Background: an optimization exercise with open tools, aiming at small area and a short achievable clock period. Do not read the settings as production practice. In this exercise RTL edits were held to simulation tests only and were not proved equivalent to the original. Power is estimated from default activity; no workload was simulated.

==> run a <==
==> flow/design.v (excerpt) <==
module divider
(
    input              clk,
    input              reset,
    input  [31:0]      A,
    input  [31:0]      B,
    input              start,
    input  [7:0]       Physical_address_in,
    input  [31:0]      PC_in,
    input              divider_op_in,
    output             divide_zero_exception,
    output [31:0]      Result,
    output [7:0]       Physical_address_out,
    output [31:0]      PC_out,
    output             done
);
Settings: LEC_CHECK=0, ABC_AREA=1, CAP_MARGIN=20, CORE_MARGIN=2, CORE_UTILIZATION=40, GPL_TIMING_DRIVEN=0, SLEW_MARGIN=20; clock period 8.0 ns.
run.sh (not shown) runs the stock make flow with config.mk's settings and CLKGATE_MAP_FILE= SYNTH_SCRIPT=/design/flow/synth_recipe.tcl, a recipe that flattens the netlist after the stock synthesis.
==> run b (differences from run a) <==
--- a/flow/design.v
+++ b/flow/design.v
@@ -387,13 +387,24 @@
     wire s5_0_h3 = ~|s5_0_m3[34:32];
     wire [32:0] s5_0_d3 = {1'b0, s5_0_x} - {1'b0, s5_0_m3[31:0]};
     wire s5_0_c3 = s5_0_h3 & ~s5_0_d3[32];
     wire [31:0] s5_0_t = s5_0_c3 ? s5_0_d3[31:0] : (s5_0_c2 ? s5_0_d2[31:0] : (s5_0_c1 ? s5_0_d1[31:0] : (s5_0_x)));
     wire [1:0] s5_0_q = s5_0_c3 ? 2'd3 : (s5_0_c2 ? 2'd2 : (s5_0_c1 ? 2'd1 : (0)));
     wire [31:0] x5_1 = s5_0_t;
     wire [31:0] qn5 = {q5, s5_0_q};
-    assign Result = op5 ? qn5 : x5_1;
-    assign divide_zero_exception = z5;
-    assign Physical_address_out = pa5;
-    assign PC_out = pc5;
-    assign done = v5;
+    reg [31:0] res_r;
+    reg v_r, z_r;
+    reg [7:0] pa_r;
+    reg [31:0] pc_r;
+    always @(posedge clk) begin
+        res_r <= op5 ? qn5 : x5_1;
+        z_r <= z5;
+        pa_r <= pa5;
+        pc_r <= pc5;
+        v_r <= v5 & ~reset;
+    end
+    assign Result = res_r;
+    assign divide_zero_exception = z_r;
+    assign Physical_address_out = pa_r;
+    assign PC_out = pc_r;
+    assign done = v_r;
 endmodule
==> flow/config.mk (replaced) <==
export PLATFORM = sky130hd
export DESIGN_NAME = divider
export DESIGN_NICKNAME = divider
export VERILOG_FILES = /design/flow/design.v
export SDC_FILE = /design/flow/constraint.sdc
export NUM_CORES = 8
export LEC_CHECK = 0
export ABC_AREA = 1
export CAP_MARGIN = 20
export CORE_MARGIN = 2
export CORE_UTILIZATION = 65
export SLEW_MARGIN = 20
==> run_summary.xml <==
<?xml version="1.0" encoding="UTF-8"?>
<metrics>
  <group name="worst_hold_path">
    <metric name="min_to" unit="">pc2[28]$_DFF_P_</metric>
  </group>
  <group name="outcome">
    <metric name="status" unit="">finished clean</metric>
  </group>
  <group name="timing">
    <metric name="final.hold.worst_slack" unit="ps">301</metric>
  </group>
  <group name="cells_and_area">
    <metric name="non_clock_inverter_total_of_the_final_layout" unit="">1198</metric>
  </group>
  <group name="synthesis">
    <metric name="netlist_area_pre_place" unit="mm^2">0.0662</metric>
  </group>
</metrics>
[end of results for run a]
==> run_summary.xml <==
<?xml version="1.0" encoding="UTF-8"?>
<metrics>
  <group name="outcome">
    <metric name="status" unit="">finished with violations</metric>
    <metric name="layout.failed_checks" unit="">setup timing</metric>
  </group>
  <group name="cells_and_area">
    <metric name="non_clock_inverter_total_of_the_final_layout" unit="">1342</metric>
  </group>
  <group name="timing">
    <metric name="final_setup_violation_count" unit="">24</metric>
    <metric name="post-route-worst-setup-slack" unit="ps">-129</metric>
  </group>
  <group name="synthesis">
    <metric name="netlist_area_pre_place" unit="mm^2">0.0693</metric>
  </group>
</metrics>
[end of results for run b]
Testbench counts of run a, summed over its fixed seeds: latency 120,000, ops 24,000.
Testbench counts of run b, summed over its fixed seeds: latency 144,000, ops 24,000.

---

==> job 2657: inputs <==
divider, a different RTL version from the one above (not shown whole).
clock: 8.0 ns
lec_check: 0
abc_area: 1
cap_margin: 5
core_margin: 2
core_utilization: 40
cts_cluster_diameter: 100
cts_cluster_size: 28
gpl_timing_driven: 0
slew_margin: 5
standard.sh (not shown) runs the stock make flow with config.mk's settings and CLKGATE_MAP_FILE= SYNTH_SCRIPT=/design/flow/synth_recipe.tcl, a recipe that flattens the netlist after the stock synthesis.
==> flow/flow/run.sh <==
#!/bin/bash
set -euo pipefail
export BUFFER_PORTS_ARGS="-buffer_cell sky130_fd_sc_hd__buf_2"
export RECOVER_POWER=100
bash standard.sh > standard.log 2>&1
==> inputs of job 4549, as changes to job 2657 <==
==> flow/run.sh (new file) <==
#!/bin/bash
# synth_recipe.tcl (not shown) runs the flow's synth.tcl, then flattens the netlist and writes it again
# the make line also repeats each setting of config.mk as NAME=value (left out here)
make -C /OpenROAD-flow-scripts/flow DESIGN_CONFIG=/design/flow/config.mk WORK_HOME=/design/flow/orfs CLKGATE_MAP_FILE= SYNTH_SCRIPT=/design/flow/synth_recipe.tcl finish
Settings changed: CAP_MARGIN 5 to 20, CTS_CLUSTER_DIAMETER 100 to 80, CTS_CLUSTER_SIZE 28 to 32, SLEW_MARGIN 5 to 20.
removed: flow/flow/run.sh
removed: flow/standard.sh
==> inputs of job 8359, as changes to job 2657 <==
==> flow/run.sh (new file) <==
#!/bin/bash
# synth_recipe.tcl (not shown) runs the flow's synth.tcl, then flattens the netlist and writes it again
# the make line also repeats each setting of config.mk as NAME=value (left out here)
make -C /OpenROAD-flow-scripts/flow DESIGN_CONFIG=/design/flow/config.mk WORK_HOME=/design/flow/orfs CLKGATE_MAP_FILE= SYNTH_SCRIPT=/design/flow/synth_recipe.tcl finish
Settings changed: CAP_MARGIN 5 to 20, CTS_CLUSTER_DIAMETER 100 to 60, CTS_CLUSTER_SIZE 28 to 20, SETUP_SLACK_MARGIN from default to 0.4, SLEW_MARGIN 5 to 20.
removed: flow/flow/run.sh
removed: flow/standard.sh
==> comparison table <==
metric	job 4549	job 2657	job 8359
Final net count	8,873	8,842	9,038
Fmax	129 MHz	130 MHz	134 MHz
Layout Area Growth over Synthesis	18.2%	15.8%	24.1%
Share of power burned in the clock network	23.1%	20.1%	25.8%
Status	no timing/DRC/antenna violations	no timing/DRC/antenna violations	no timing/DRC/antenna violations
Vias after detailed routing	50,200	49,700	51,300
Gate power share	42.6%	43.9%	42.2%
Area taken by flip-flops and latches	0.0160 mm²	0.0160 mm²	0.0161 mm²
Buffer count excluding the clock tree in the final layout	542	520	682
First-iteration detailed-routing DRC count	3,699	3,193	3,844
Detailed route wirelength on metal3	15,100 µm	13,700 µm	15,100 µm
Power consumed by the clock network	3.24 mW	2.68 mW	3.86 mW
Hold wc startpoint	q1[1]$_SDFF_PP1_	pc3[2]$_DFF_P_	x2[2]$_DFF_P_
Area occupied by multi-input gates	0.0407 mm²	0.0410 mm²	0.0423 mm²
Share of final layout cell area taken by clock buffers and inverters	3.10%	2.26%	3.66%
Clock-pin slew reported for the worst setup and hold paths after clock tree synthesis	0.11 ns	0.10 ns	0.08 ns
Proportion of cell area occupied by multi-input gates	58.6%	60.2%	57.9%
Pre-antenna DRT Iters	6	9	8
Max_slew headroom	27.1%	16.3%	25.5%
Hold WS	0.311 ns	0.320 ns	0.296 ns
Capture point of the worst reg-to-reg path	x5[25]$_DFF_P_	x4[30]$_DFF_P_	x4[30]$_DFF_P_
Worst setup path start	x5[0]$_DFF_P_	d3[2]$_DFF_P_	d3[3]$_DFF_P_
Testbench counts of job 2657, summed over its fixed seeds: latency 120,000, ops 24,000.
Testbench counts of job 4549, summed over its fixed seeds: latency 120,000, ops 24,000.
Testbench counts of job 8359, summed over its fixed seeds: latency 120,000, ops 24,000.

---

==> job 6551 <==
divider, a different RTL version from the one above (not shown whole).
clock: 8.0 ns
lec_check: 0
abc_area: 1
cap_margin: 5
core_margin: 2
core_utilization: 40
cts_cluster_diameter: 100
cts_cluster_size: 28
gpl_timing_driven: 0
slew_margin: 5
==> flow/flow/run.sh <==
#!/bin/bash
set -euo pipefail
export BUFFER_PORTS_ARGS="-buffer_cell sky130_fd_sc_hd__buf_2"
export RECOVER_POWER=100
bash standard.sh > standard.log 2>&1
==> job 2092: changes against job 6551 <==
SETUP_SLACK_MARGIN = 0.1   (was default)
TNS_END_PERCENT = 60   (was default)
==> job 1917: changes against job 6551 <==
SETUP_SLACK_MARGIN = 0.1   (was default)
==> comparison table <==
quantity                                                                             job 2092                  job 1917               job 6551
Status                                                       no timing/DRC/antenna violations  no timing/DRC/antenna violations  no timing/DRC/antenna violations
Antenna cells                                                                               7                         4                      7
Wire length on met3                                                                   11.8 mm                   11.5 mm                12.0 mm
Average vias per placed instance                                                         5.22                      5.22                   5.22
Fin crit period                                                                       7690 ps                   7630 ps                7700 ps
Wl on met1                                                                            85.3 mm                   85.3 mm                84.9 mm
Share of the final layout cell area in sequential cells                                 22.9%                     23.0%                  23.1%
Critical Path Max Stage Delay                                                          450 ps                    450 ps                 460 ps
RR Startpoint                                                                           d4[1]                     d4[1]                  d4[3]
Combined buffer and inverter count along the critical path                                  7                         9                      7
First-pass GRT wire length                                                             298 mm                    298 mm                 298 mm
Count of placed standard cells in the final layout, fillers left out                     9764                      9752                   9726
Count of routing violations after the opening detailed-route iteration                   3523                      3481                   3421
Maximum clock skew at final layout                                                    43.6 ps                   44.1 ps                44.8 ps
Power Combinational                                                                   5.41 mW                   5.40 mW                5.35 mW
Total Routing Usage GR                                                                  26.1%                     26.1%                  26.0%
Fin util                                                                                46.0%                     46.0%                  45.8%
Portion of the layout cell area used by non-clock buffers                               4.92%                     4.81%                  4.63%
Area added between synthesis and finish                                                 14.4%                     14.3%                  13.9%
Worst Hold Margin                                                                      323 ps                    323 ps                 324 ps
Power per Cell Area                                                               183 nW/um^2               184 nW/um^2            183 nW/um^2
Number of post-CTS setup repair buffers                                                    86                        86                     81
Via count of the first global-routing pass                                              49.4k                     49.4k                  49.4k
Worst path depth                                                                           43                        45                     44
Sequential Power Share                                                                  36.4%                     36.4%                  36.5%
Drt wl/cell                                                                           20.5 um                   20.5 um                20.5 um
Critical-path cell with the highest stage delay                         sky130_fd_sc_hd__fa_1  sky130_fd_sc_hd__dfxtp_4  sky130_fd_sc_hd__fa_1
Testbench counts of job 6551, summed over its fixed seeds: latency 120,000, ops 24,000.
Testbench counts of job 2092, summed over its fixed seeds: latency 120,000, ops 24,000.
Testbench counts of job 1917, summed over its fixed seeds: latency 120,000, ops 24,000.

==> what the ideal ports hide <==
The results above use ideal ports. As a check the final layouts listed here were re-extracted and re-timed, cells and wires unchanged.
Step 1: set_driving_cell puts a clkbuf_16 on clk and a buf_2 on each other input, an assumption about the parent block.
Step 2, shift: input delay + t, output delay - t, t = (earliest + latest rising clock arrival at the registers) / 2. This alone moves slack from input paths to output paths.
Slacks: ideal ports / drivers / drivers and shift; pairs: ideal ports / drivers.
run | shift t [ns] | setup WS [ns] | worst hold slack (ns) | worst setup path at the end | worst slew at a driven data input, ns
run a | 0.809 | 0.189 / 0.189 / -0.344 | 0.301 / 0.301 / 0.301 | input to register | 0.11
run b | 0.780 | -0.129 / -0.129 / -0.129 | 0.320 / 0.320 / 0.320 | register to register | 0.14
job 2657 | 0.746 | 0.330 / 0.330 / 0.021 | 0.320 / 0.320 / 0.320 | input to register | 0.16
job 4549 | 0.766 | 0.231 / 0.153 / -0.114 | 0.311 / 0.311 / 0.311 | input to register | 0.17
job 8359 | 0.762 | 0.556 / 0.556 / 0.100 | 0.296 / 0.296 / 0.296 | input to register | 0.17
job 6551 | 0.716 | 0.298 / 0.298 / -0.083 | 0.324 / 0.324 / 0.324 | input to register | 0.04
job 2092 | 0.716 | 0.308 / 0.308 / -0.055 | 0.323 / 0.323 / 0.323 | input to register | 0.04
job 1917 | 0.716 | 0.366 / 0.366 / -0.002 | 0.323 / 0.323 / 0.323 | input to register | 0.04
Met with ideal ports but missed after step 2: setup timing in 5 of these runs. For run a, which loses most, drivers alone change the setup slack by 0.000 ns; drivers and shift together by -0.533 ns.
